This is an optimization exercise on Yosys and OpenROAD, whose aim is a short achievable clock period and few clock cycles, not a production implementation.
Only simulation tests tie the RTL to the original design; equivalence was not proved.

==> run Y <==
// MCU
module MCU  (
        input clk,reset,
        input [15:0] data_in,
        input mem_ready,
        output reg [15:0] addr_bus,
        output reg mem_en,write_en,
        output reg [15:0] data_out
    );
Settings: LEC_CHECK=0, CAP_MARGIN=30, CORE_MARGIN=2, CORE_UTILIZATION=30, SLEW_MARGIN=30; clock period 12.0 ns.
standard.sh (not shown) runs the stock make flow with config.mk's settings and CLKGATE_MAP_FILE= SYNTH_SCRIPT=/design/flow/synth_recipe.tcl, a recipe that flattens the netlist after the stock synthesis.
==> flow/flow/run.sh <==
#!/bin/bash
# Layout flow: the standard flow (standard.sh, unchanged synthesis), with
# timing repair aimed well below the clock period so that the resizer works on
# the paths that set the achieved period. The SDC is the standard flow's, unchanged.
bash standard.sh SETUP_SLACK_MARGIN=8.5 finish > standard.log 2>&1
==> run G (differences from run Y) <==
--- a/flow/design.v
+++ b/flow/design.v
@@ -202,14 +202,38 @@
                 | ({16{hf}} & r6f)
                 | ({16{hl}} & data_in)
                 | ({16{!imm && !hy && !hz && !hf && !hl}} & raw(k));
         end
     endfunction
+    function [15:0] rdm(input [3:0] f);
+        reg [2:0] k;
+        reg imm, kr, hy, hz, hl;
+        begin
+            k = f[2:0];
+            imm = f[3];
+            kr = !imm && k != 3'd4;
+            hy = kr && e_act && e_wy_en && k == y[2:0];
+            hz = kr && e_act && e_wz_en && k == z[2:0] && !hy;
+            hl = kr && ld_act && k == mz && !hy && !hz;
+            rdm = ({16{imm}} & {13'b0, k})
+                | ({16{hy}} & decval)
+                | ({16{hz}} & oth_v)
+                | ({16{hl}} & data_in)
+                | ({16{!imm && !hy && !hz && !hl}} & raw(k));
+        end
+    endfunction
+    function slow(input [3:0] f);
+        slow = !f[3] && e_act && ((e_wz_en && (e_wz_alu || e_wz_sh) && f[2:0] == z[2:0]
+                                   && !(e_wy_en && f[2:0] == y[2:0]))
+                                  || (e_fl_en && f[2:0] == 3'd6));
+    endfunction
     wire [15:0] A_rr = rdf(rx);
     wire [15:0] B_rr = rdf(ry);
     wire [15:0] PZ_rr = rdf({1'b0, rz[2:0]});
     wire [15:0] cz_rr = rz[3] ? {13'b0, rz[2:0]} : PZ_rr;
+    wire [15:0] B_rm = rdm(ry);
+    wire [15:0] cz_rm = rdm(rz);
     wire r_sh = !rop[3] && rop[1:0] == 2'd3;
     wire r_mul = !rop[3] && rop[2:0] == 3'd2;
     wire r_alu = !rop[3] && !r_sh && !r_mul;
     wire r_jmp = rop == 4'd8;
     wire r_load = rop == 4'd9;
@@ -238,11 +262,12 @@
              || (r_uz && (r_load || !rz[3]) && rz[2:0] == k);
     endfunction
     wire mul_haz = (m_w && reads(mz)) || reads(3'd6) || r_jmp;
     wire sq_e = e_redir || m_squash || fix_redir;
     wire e_busy = e_act && e_mul;                    
-    wire r_adv = irv && !sq_e && !e_busy && !m_block && !(r_mem && pend_w) && !(mul2 && mul_haz);
+    wire mem_slow = r_mem && (((rx[0] || rx[1]) && slow(ry)) || (rx[1] && slow(rz)));
+    wire r_adv = irv && !sq_e && !e_busy && !m_block && !(r_mem && pend_w) && !(mul2 && mul_haz) && !mem_slow;
     wire jz_hit = !rz[3] && rz[2:0] == z[2:0];
     wire j_fast = !mul2 && !ld_act && !(e_act && (e_fl_en || (e_wz_en && (z[2:0] == 3'd6 || (jz_hit && !e_wz_ld)))
                                                   || (e_wy_en && (y[2:0] == 3'd6 || (!rz[3] && rz[2:0] == y[2:0])))));
     wire [15:0] j_tgt = rz[3] ? {13'b0, rz[2:0]} : ((e_act && e_wz_ld && jz_hit) ? ld_v : raw(rz[2:0]));
     wire r_redir = r_adv && r_jmp && j_fast && ((rx & r[6][3:0]) == ry);
@@ -258,27 +283,34 @@
     wire e_w6 = e_act && ((e_wz_en && z[2:0] == 3'd6) || (e_wy_en && y[2:0] == 3'd6) || e_fl_en);
     wire [15:0] i0_p = i0_pe_ld ? ld_v : raw(rz[2:0]);
     wire [15:0] i0_ldv = rz[3] ? {rx, ry, i0_p[7:0]} : {i0_p[15:8], rx, ry};
     wire fj_g = es == E_RUN && !e_busy && !i0_w6 && !i0_bad && !e_w6 && irv && r_wz_ld
              && !(r_wy_en && ry[2:0] == rz[2:0]) && !(i0_pe && !i0_pe_ld);
-    wire fj_ok = dop == 4'd8 && fj_g && dz == {1'b0, rz[2:0]};
+    reg fjg_q;
+    wire d_i0ok = dop == 4'd9 && dz[2:0] != 3'd7 && dz[2:0] != 3'd4 && dz[2:0] != 3'd6;
+    wire r_eok = !(r_wz_any && rz[2:0] == 3'd6) && !(r_wy_en && ry[2:0] == 3'd6) && !r_alu && !r_sh
+              && !r_mul && !r_mem && !r_jmp && !r_mvredir
+              && !(r_wz_any && !r_wz_ld && rz[2:0] == dz[2:0]) && !(r_wy_en && ry[2:0] == dz[2:0]);
+    wire fjg_n = f_land && d_i0ok && (r_adv ? r_eok : (!irv && !e_busy));
+    wire fj_ok = dop == 4'd8 && fjg_q && dz == {1'b0, rz[2:0]};
     wire [3:0] f6 = r[6][3:0];
     wire fj_go;
     JGO jgo(.w(data_in), .f6(f6), .rz(rz[2:0]), .go(fj_go));
     wire [15:0] fj_tgt = i0_ldv;
     wire redir = sq_e || r_redir;
     wire [15:0] tgt = e_redir ? e_tgt : fix_redir ? fixval : m_squash ? m_tgt : j_tgt;
-    wire f_land = men && !bdat && !redir;
+    wire f_drop = men && !bdat && !redir && irv && !r_adv && !sq_e;
+    wire f_land = men && !bdat && !redir && !f_drop;
     wire fj = f_land && fj_ok;                         
-    wire fj_take = men && !bdat && !sq_e && fj_g && fj_go;
+    wire fj_take = men && !bdat && fjg_q && fj_go;
     wire k_next = f_land || (irv && !r_adv && !sq_e);   
     wire d_next = pend_w || (r_adv && r_mem);           
     wire f_ok = !d_next && !(k_next && r_adv && r_mul) && !(e_busy && (f_land || (irv && mul_haz)));
     reg fjt;
     reg [15:0] jt;
     wire [15:0] ab_eff = fjt ? jt : ab;
-    wire [15:0] fa = redir ? tgt : ((men && !bdat) ? ab_eff + 16'd1 : nfa);
+    wire [15:0] fa = redir ? tgt : f_drop ? ab_eff : ((men && !bdat) ? ab_eff + 16'd1 : nfa);
     reg [15:0] ab_n, dout_n;
     reg men_n, wen_n;
     always @(*) begin
         ab_n = fa;
         dout_n = dout;
@@ -288,12 +320,12 @@
             ab_n = waddr;
             dout_n = data_in;
             wen_n = 1'b1;
             men_n = 1'b1;
         end else if (r_adv && r_mem) begin
-            ab_n = rx[0] ? B_rr : cz_rr;
-            dout_n = B_rr;
+            ab_n = rx[0] ? B_rm : cz_rm;
+            dout_n = B_rm;
             wen_n = !rx[0];
             men_n = 1'b1;
         end else if (f_ok) begin
             men_n = 1'b1;
         end
@@ -308,47 +340,64 @@
     always @(posedge clk) begin
         addr_bus <= bus_free ? (fj_take ? fj_tgt : ab_n) : ab_eff;
         write_en <= bus_free ? wen_n : wen;
         data_out <= bus_free ? dout_n : dout;
     end
+    reg [15:0] rn [0:7];
+    integer k2;
+    reg s_y, s_z, s_za, s_zs, s_zo, s_f, s_m, s_mf, s_x, s_l, s_h;
+    always @(*) begin
+        for (k2 = 0; k2 < 8; k2 = k2 + 1) begin
+            s_y = e_act && e_wy_en && y[2:0] == k2;
+            s_z = e_act && e_wz_en && z[2:0] == k2 && !s_y;
+            s_za = s_z && e_wz_alu;
+            s_zs = s_z && e_wz_sh;
+            s_zo = s_z && !e_wz_alu && !e_wz_sh;
+            s_f = k2 == 6 && e_act && e_fl_en && !s_y && !s_z;
+            s_m = mul2 && m_w && mz == k2;
+            s_mf = k2 == 6 && mul2 && !s_m;
+            s_x = es == E_FIX && !m_zpc && mz == k2;
+            s_l = ld_act && mz == k2;
+            s_h = !s_y && !s_z && !s_m && !s_x && !s_l;
+            rn[k2] = ({16{s_y}} & decval)
+                   | ({16{s_za}} & alu_out)
+                   | ({16{s_zs}} & sh_out)
+                   | ({16{s_zo}} & oth_v)
+                   | ({16{s_m}} & mres)
+                   | ({16{s_x}} & fixval)
+                   | ({16{s_l}} & data_in)
+                   | ({{12{s_h}}, {4{s_h && !s_f && !s_mf}}} & r[k2])
+                   | ({12'b0, {4{s_f}}} & flv)
+                   | ({12'b0, {4{s_mf}}} & mflags);
+        end
+    end
     integer i;
     always @(posedge clk or negedge reset) begin
         if (!reset) begin
             for (i = 0; i < 8; i = i + 1) r[i] <= 16'h0;
             men <= 1'b0;
             wen <= 1'b0;
             bdat <= 1'b0;
             fjt <= 1'b0;
+            fjg_q <= 1'b0;
             nfa <= 16'h0;
             irv <= 1'b0;
             ev <= 1'b0;
             es <= E_RUN;
         end else if (bus_free) begin
+            for (i = 0; i < 8; i = i + 1) if (i != 4) r[i] <= rn[i];
             if (e_act) begin
-                for (i = 0; i < 8; i = i + 1) begin
-                    if (e_wy_en && y[2:0] == i) r[i] <= decval;
-                    else if (e_wz_en && z[2:0] == i) r[i] <= wz_v;
-                    else if (e_fl_en && i == 6) r[i][3:0] <= flv;
-                end
                 if (e_mul) begin
                     q0 <= q0_n;
                     q1 <= q1_n;
                     q2 <= q2_n;
                     q3 <= q3_n;
                     es <= E_MUL;
                 end
             end
-            if (mul2) begin
-                r[6][3:0] <= mflags;
-                if (m_w) r[mz] <= mres;
-                es <= E_RUN;
-            end
-            if (es == E_FIX) begin
-                if (!m_zpc) r[mz] <= fixval;
-                es <= E_RUN;
-            end
-            if (ld_act) r[mz] <= data_in;
+            if (mul2) es <= E_RUN;
+            if (es == E_FIX) es <= E_RUN;
             if (d_rd) mdr <= data_in;
             if (d_last && m_conf) es <= E_FIX;
             if (r_adv) begin
                 ire <= ir;
                 pce <= pcr;
@@ -380,25 +429,26 @@
                 e_wz_en <= r_wz_alu || r_wz_sh || r_wz_ld || r_wz_mv;
                 e_wy_en <= r_wy_en;
                 e_fl_en <= r_alu || r_sh;
             end
             if (!e_busy) ev <= r_adv;
-            if (men && !bdat) begin
+            if (men && !bdat && !f_drop) begin
                 ir <= data_in;
                 pcr <= ab_eff;
             end
             irv <= (f_land && !fj_ok) || (irv && !r_adv && !sq_e);
             ab <= ab_n;
             fjt <= fj_take;
+            fjg_q <= fjg_n;
             jt <= fj_tgt;
             dout <= dout_n;
             men <= men_n;
             wen <= wen_n;
             bdat <= pend_w || (r_adv && r_mem);
             if (pend_w) begin
             end else if (r_adv && r_mem) begin
-                waddr <= cz_rr;
+                waddr <= cz_rm;
                 mtgt <= pcr - 16'd1;
                 mnfa1 <= pcr + 16'd1;
                 mz <= rz[2:0];
                 m_w <= r_readc && r_zdst;
                 m_rw <= rx[0] && rx[1];
==> run D (differences from run Y) <==
--- a/flow/design.v
+++ b/flow/design.v
@@ -202,14 +202,38 @@
                 | ({16{hf}} & r6f)
                 | ({16{hl}} & data_in)
                 | ({16{!imm && !hy && !hz && !hf && !hl}} & raw(k));
         end
     endfunction
+    function [15:0] rdm(input [3:0] f);
+        reg [2:0] k;
+        reg imm, kr, hy, hz, hl;
+        begin
+            k = f[2:0];
+            imm = f[3];
+            kr = !imm && k != 3'd4;
+            hy = kr && e_act && e_wy_en && k == y[2:0];
+            hz = kr && e_act && e_wz_en && k == z[2:0] && !hy;
+            hl = kr && ld_act && k == mz && !hy && !hz;
+            rdm = ({16{imm}} & {13'b0, k})
+                | ({16{hy}} & decval)
+                | ({16{hz}} & oth_v)
+                | ({16{hl}} & data_in)
+                | ({16{!imm && !hy && !hz && !hl}} & raw(k));
+        end
+    endfunction
+    function slow(input [3:0] f);
+        slow = !f[3] && e_act && ((e_wz_en && (e_wz_alu || e_wz_sh) && f[2:0] == z[2:0]
+                                   && !(e_wy_en && f[2:0] == y[2:0]))
+                                  || (e_fl_en && f[2:0] == 3'd6));
+    endfunction
     wire [15:0] A_rr = rdf(rx);
     wire [15:0] B_rr = rdf(ry);
     wire [15:0] PZ_rr = rdf({1'b0, rz[2:0]});
     wire [15:0] cz_rr = rz[3] ? {13'b0, rz[2:0]} : PZ_rr;
+    wire [15:0] B_rm = rdm(ry);
+    wire [15:0] cz_rm = rdm(rz);
     wire r_sh = !rop[3] && rop[1:0] == 2'd3;
     wire r_mul = !rop[3] && rop[2:0] == 3'd2;
     wire r_alu = !rop[3] && !r_sh && !r_mul;
     wire r_jmp = rop == 4'd8;
     wire r_load = rop == 4'd9;
@@ -238,11 +262,12 @@
              || (r_uz && (r_load || !rz[3]) && rz[2:0] == k);
     endfunction
     wire mul_haz = (m_w && reads(mz)) || reads(3'd6) || r_jmp;
     wire sq_e = e_redir || m_squash || fix_redir;
     wire e_busy = e_act && e_mul;                    
-    wire r_adv = irv && !sq_e && !e_busy && !m_block && !(r_mem && pend_w) && !(mul2 && mul_haz);
+    wire mem_slow = r_mem && (((rx[0] || rx[1]) && slow(ry)) || (rx[1] && slow(rz)));
+    wire r_adv = irv && !sq_e && !e_busy && !m_block && !(r_mem && pend_w) && !(mul2 && mul_haz) && !mem_slow;
     wire jz_hit = !rz[3] && rz[2:0] == z[2:0];
     wire j_fast = !mul2 && !ld_act && !(e_act && (e_fl_en || (e_wz_en && (z[2:0] == 3'd6 || (jz_hit && !e_wz_ld)))
                                                   || (e_wy_en && (y[2:0] == 3'd6 || (!rz[3] && rz[2:0] == y[2:0])))));
     wire [15:0] j_tgt = rz[3] ? {13'b0, rz[2:0]} : ((e_act && e_wz_ld && jz_hit) ? ld_v : raw(rz[2:0]));
     wire r_redir = r_adv && r_jmp && j_fast && ((rx & r[6][3:0]) == ry);
@@ -258,27 +283,34 @@
     wire e_w6 = e_act && ((e_wz_en && z[2:0] == 3'd6) || (e_wy_en && y[2:0] == 3'd6) || e_fl_en);
     wire [15:0] i0_p = i0_pe_ld ? ld_v : raw(rz[2:0]);
     wire [15:0] i0_ldv = rz[3] ? {rx, ry, i0_p[7:0]} : {i0_p[15:8], rx, ry};
     wire fj_g = es == E_RUN && !e_busy && !i0_w6 && !i0_bad && !e_w6 && irv && r_wz_ld
              && !(r_wy_en && ry[2:0] == rz[2:0]) && !(i0_pe && !i0_pe_ld);
-    wire fj_ok = dop == 4'd8 && fj_g && dz == {1'b0, rz[2:0]};
+    reg fjg_q;
+    wire d_i0ok = dop == 4'd9 && dz[2:0] != 3'd7 && dz[2:0] != 3'd4 && dz[2:0] != 3'd6;
+    wire r_eok = !(r_wz_any && rz[2:0] == 3'd6) && !(r_wy_en && ry[2:0] == 3'd6) && !r_alu && !r_sh
+              && !r_mul && !r_mem && !r_jmp && !r_mvredir
+              && !(r_wz_any && !r_wz_ld && rz[2:0] == dz[2:0]) && !(r_wy_en && ry[2:0] == dz[2:0]);
+    wire fjg_n = f_land && d_i0ok && (r_adv ? r_eok : (!irv && !e_busy));
+    wire fj_ok = dop == 4'd8 && fjg_q && dz == {1'b0, rz[2:0]};
     wire [3:0] f6 = r[6][3:0];
     wire fj_go;
     JGO jgo(.w(data_in), .f6(f6), .rz(rz[2:0]), .go(fj_go));
     wire [15:0] fj_tgt = i0_ldv;
     wire redir = sq_e || r_redir;
     wire [15:0] tgt = e_redir ? e_tgt : fix_redir ? fixval : m_squash ? m_tgt : j_tgt;
-    wire f_land = men && !bdat && !redir;
+    wire f_drop = men && !bdat && !redir && irv && !r_adv && !sq_e;
+    wire f_land = men && !bdat && !redir && !f_drop;
     wire fj = f_land && fj_ok;                         
-    wire fj_take = men && !bdat && !sq_e && fj_g && fj_go;
+    wire fj_take = men && !bdat && fjg_q && fj_go;
     wire k_next = f_land || (irv && !r_adv && !sq_e);   
     wire d_next = pend_w || (r_adv && r_mem);           
     wire f_ok = !d_next && !(k_next && r_adv && r_mul) && !(e_busy && (f_land || (irv && mul_haz)));
     reg fjt;
     reg [15:0] jt;
     wire [15:0] ab_eff = fjt ? jt : ab;
-    wire [15:0] fa = redir ? tgt : ((men && !bdat) ? ab_eff + 16'd1 : nfa);
+    wire [15:0] fa = redir ? tgt : f_drop ? ab_eff : ((men && !bdat) ? ab_eff + 16'd1 : nfa);
     reg [15:0] ab_n, dout_n;
     reg men_n, wen_n;
     always @(*) begin
         ab_n = fa;
         dout_n = dout;
@@ -288,12 +320,12 @@
             ab_n = waddr;
             dout_n = data_in;
             wen_n = 1'b1;
             men_n = 1'b1;
         end else if (r_adv && r_mem) begin
-            ab_n = rx[0] ? B_rr : cz_rr;
-            dout_n = B_rr;
+            ab_n = rx[0] ? B_rm : cz_rm;
+            dout_n = B_rm;
             wen_n = !rx[0];
             men_n = 1'b1;
         end else if (f_ok) begin
             men_n = 1'b1;
         end
@@ -308,47 +340,64 @@
     always @(posedge clk) begin
         addr_bus <= bus_free ? (fj_take ? fj_tgt : ab_n) : ab_eff;
         write_en <= bus_free ? wen_n : wen;
         data_out <= bus_free ? dout_n : dout;
     end
+    reg [15:0] rn [0:7];
+    integer k2;
+    reg s_y, s_z, s_za, s_zs, s_zo, s_f, s_m, s_mf, s_x, s_l, s_h;
+    always @(*) begin
+        for (k2 = 0; k2 < 8; k2 = k2 + 1) begin
+            s_y = e_act && e_wy_en && y[2:0] == k2;
+            s_z = e_act && e_wz_en && z[2:0] == k2 && !s_y;
+            s_za = s_z && e_wz_alu;
+            s_zs = s_z && e_wz_sh;
+            s_zo = s_z && !e_wz_alu && !e_wz_sh;
+            s_f = k2 == 6 && e_act && e_fl_en && !s_y && !s_z;
+            s_m = mul2 && m_w && mz == k2;
+            s_mf = k2 == 6 && mul2 && !s_m;
+            s_x = es == E_FIX && !m_zpc && mz == k2;
+            s_l = ld_act && mz == k2;
+            s_h = !s_y && !s_z && !s_m && !s_x && !s_l;
+            rn[k2] = ({16{s_y}} & decval)
+                   | ({16{s_za}} & alu_out)
+                   | ({16{s_zs}} & sh_out)
+                   | ({16{s_zo}} & oth_v)
+                   | ({16{s_m}} & mres)
+                   | ({16{s_x}} & fixval)
+                   | ({16{s_l}} & data_in)
+                   | ({{12{s_h}}, {4{s_h && !s_f && !s_mf}}} & r[k2])
+                   | ({12'b0, {4{s_f}}} & flv)
+                   | ({12'b0, {4{s_mf}}} & mflags);
+        end
+    end
     integer i;
     always @(posedge clk or negedge reset) begin
         if (!reset) begin
             for (i = 0; i < 8; i = i + 1) r[i] <= 16'h0;
             men <= 1'b0;
             wen <= 1'b0;
             bdat <= 1'b0;
             fjt <= 1'b0;
+            fjg_q <= 1'b0;
             nfa <= 16'h0;
             irv <= 1'b0;
             ev <= 1'b0;
             es <= E_RUN;
         end else if (bus_free) begin
+            for (i = 0; i < 8; i = i + 1) if (i != 4) r[i] <= rn[i];
             if (e_act) begin
-                for (i = 0; i < 8; i = i + 1) begin
-                    if (e_wy_en && y[2:0] == i) r[i] <= decval;
-                    else if (e_wz_en && z[2:0] == i) r[i] <= wz_v;
-                    else if (e_fl_en && i == 6) r[i][3:0] <= flv;
-                end
                 if (e_mul) begin
                     q0 <= q0_n;
                     q1 <= q1_n;
                     q2 <= q2_n;
                     q3 <= q3_n;
                     es <= E_MUL;
                 end
             end
-            if (mul2) begin
-                r[6][3:0] <= mflags;
-                if (m_w) r[mz] <= mres;
-                es <= E_RUN;
-            end
-            if (es == E_FIX) begin
-                if (!m_zpc) r[mz] <= fixval;
-                es <= E_RUN;
-            end
-            if (ld_act) r[mz] <= data_in;
+            if (mul2) es <= E_RUN;
+            if (es == E_FIX) es <= E_RUN;
             if (d_rd) mdr <= data_in;
             if (d_last && m_conf) es <= E_FIX;
             if (r_adv) begin
                 ire <= ir;
                 pce <= pcr;
@@ -380,25 +429,26 @@
                 e_wz_en <= r_wz_alu || r_wz_sh || r_wz_ld || r_wz_mv;
                 e_wy_en <= r_wy_en;
                 e_fl_en <= r_alu || r_sh;
             end
             if (!e_busy) ev <= r_adv;
-            if (men && !bdat) begin
+            if (men && !bdat && !f_drop) begin
                 ir <= data_in;
                 pcr <= ab_eff;
             end
             irv <= (f_land && !fj_ok) || (irv && !r_adv && !sq_e);
             ab <= ab_n;
             fjt <= fj_take;
+            fjg_q <= fjg_n;
             jt <= fj_tgt;
             dout <= dout_n;
             men <= men_n;
             wen <= wen_n;
             bdat <= pend_w || (r_adv && r_mem);
             if (pend_w) begin
             end else if (r_adv && r_mem) begin
-                waddr <= cz_rr;
+                waddr <= cz_rm;
                 mtgt <= pcr - 16'd1;
                 mnfa1 <= pcr + 16'd1;
                 mz <= rz[2:0];
                 m_w <= r_readc && r_zdst;
                 m_rw <= rx[0] && rx[1];
--- a/flow/config.mk
+++ b/flow/config.mk
@@ -5,7 +5,7 @@
 export SDC_FILE = /design/flow/constraint.sdc
 export NUM_CORES = 4
 export LEC_CHECK = 0
 export CAP_MARGIN = 30
 export CORE_MARGIN = 2
-export CORE_UTILIZATION = 30
+export CORE_UTILIZATION = 35
 export SLEW_MARGIN = 30
==> results.txt <==
The number of different library cells used by synthesis comes to 100. The run gives 78.1 ps as the setup skew after layout. Summed over all nets, wire length on met2 after detailed routing comes to 103 mm. The endpoint of the worst hold-timing path is data_out[9].

The tools report the minimum setup slack in the final design as 7880 ps. The flow ran to the end and the layout has no timing, DRC or antenna violations.
Source of the figures above: run Y

==> results.txt <==
The signed area change from the synthesized netlist to the final layout was 32.9%. The worst hold path terminates at data_out[8]. The tools report the met2 routed wirelength as 108 mm. The run finished with no timing, DRC or antenna violations. The clock network takes up 3.85% of total cell area after layout.

The clock arrives with 67.2 ps of skew. The tools report the minimum setup slack in the final design as 8130 ps. For the aggregate routed wire length, the log shows 286 mm. After synthesis, the netlist uses 110 different library cells. The post-synthesis area per instance came out at 8.81 sq um.

In the final layout, the multi-input gates occupy 0.0306 sq mm.
Source of the figures above: run G

==> results.txt <==
For this run, global-route usage on met3 was measured as 22.0%. Ranked by instance count, the synthesized netlist is headed by sky130_fd_sc_hd__nand2_1, sky130_fd_sc_hd__nor2_1, sky130_fd_sc_hd__edfxtp_1, sky130_fd_sc_hd__clkbuf_1, sky130_fd_sc_hd__o21ai_0. The flow ran to the end and the layout has no timing, DRC or antenna violations. The number of different library cells in the post-synthesis netlist was 110; the setup skew after layout was 42.8 ps. The worst hold path terminates at data_out[12]. sky130_fd_sc_hd__edfxtp_1 takes more of the synthesized area than any other cell.

The met2 routed wirelength is 106 mm. Fraction of post-synthesis cell area in the top cell type by area: 23.0%.
Source of the figures above: run D

Testbench counts of run Y, summed over its fixed seeds: cycles 37,929.
Testbench counts of run G, summed over its fixed seeds: cycles 38,147.
Testbench counts of run D, summed over its fixed seeds: cycles 38,147.

## re-timing with driven ports
No port has a modelled driver above. Below, the same layouts with a new extraction and two added sets of constraints.
Step 1: set_driving_cell puts a clkbuf_16 on clk and a buf_2 on each other input, an assumption about the parent block.
Step 2 also shifts input and output timing later by t, the mid clock arrival at the registers, as if the neighbouring blocks saw the same clock.
Three values: no drivers, after step 1, after step 2; two values: the first two.
run | shift t [ns] | slack for setup (ns) | hold slack, ns | worst register clock-pin slew, ns
run Y | 0.768 | 7.881 / 7.881 / 7.332 | 0.462 / 0.462 / 0.462 | 0.09 / 0.09
run G | 0.808 | 8.126 / 8.126 / 7.528 | 0.473 / 0.473 / 0.473 | 0.08 / 0.08
run D | 0.791 | 8.218 / 8.204 / 7.484 | 0.465 / 0.465 / 0.465 | 0.07 / 0.07
After both steps setup and hold are still met in every run listed. The setup slack of run D, which loses most, moves by -0.014 ns with the drivers and by -0.734 ns with both steps.
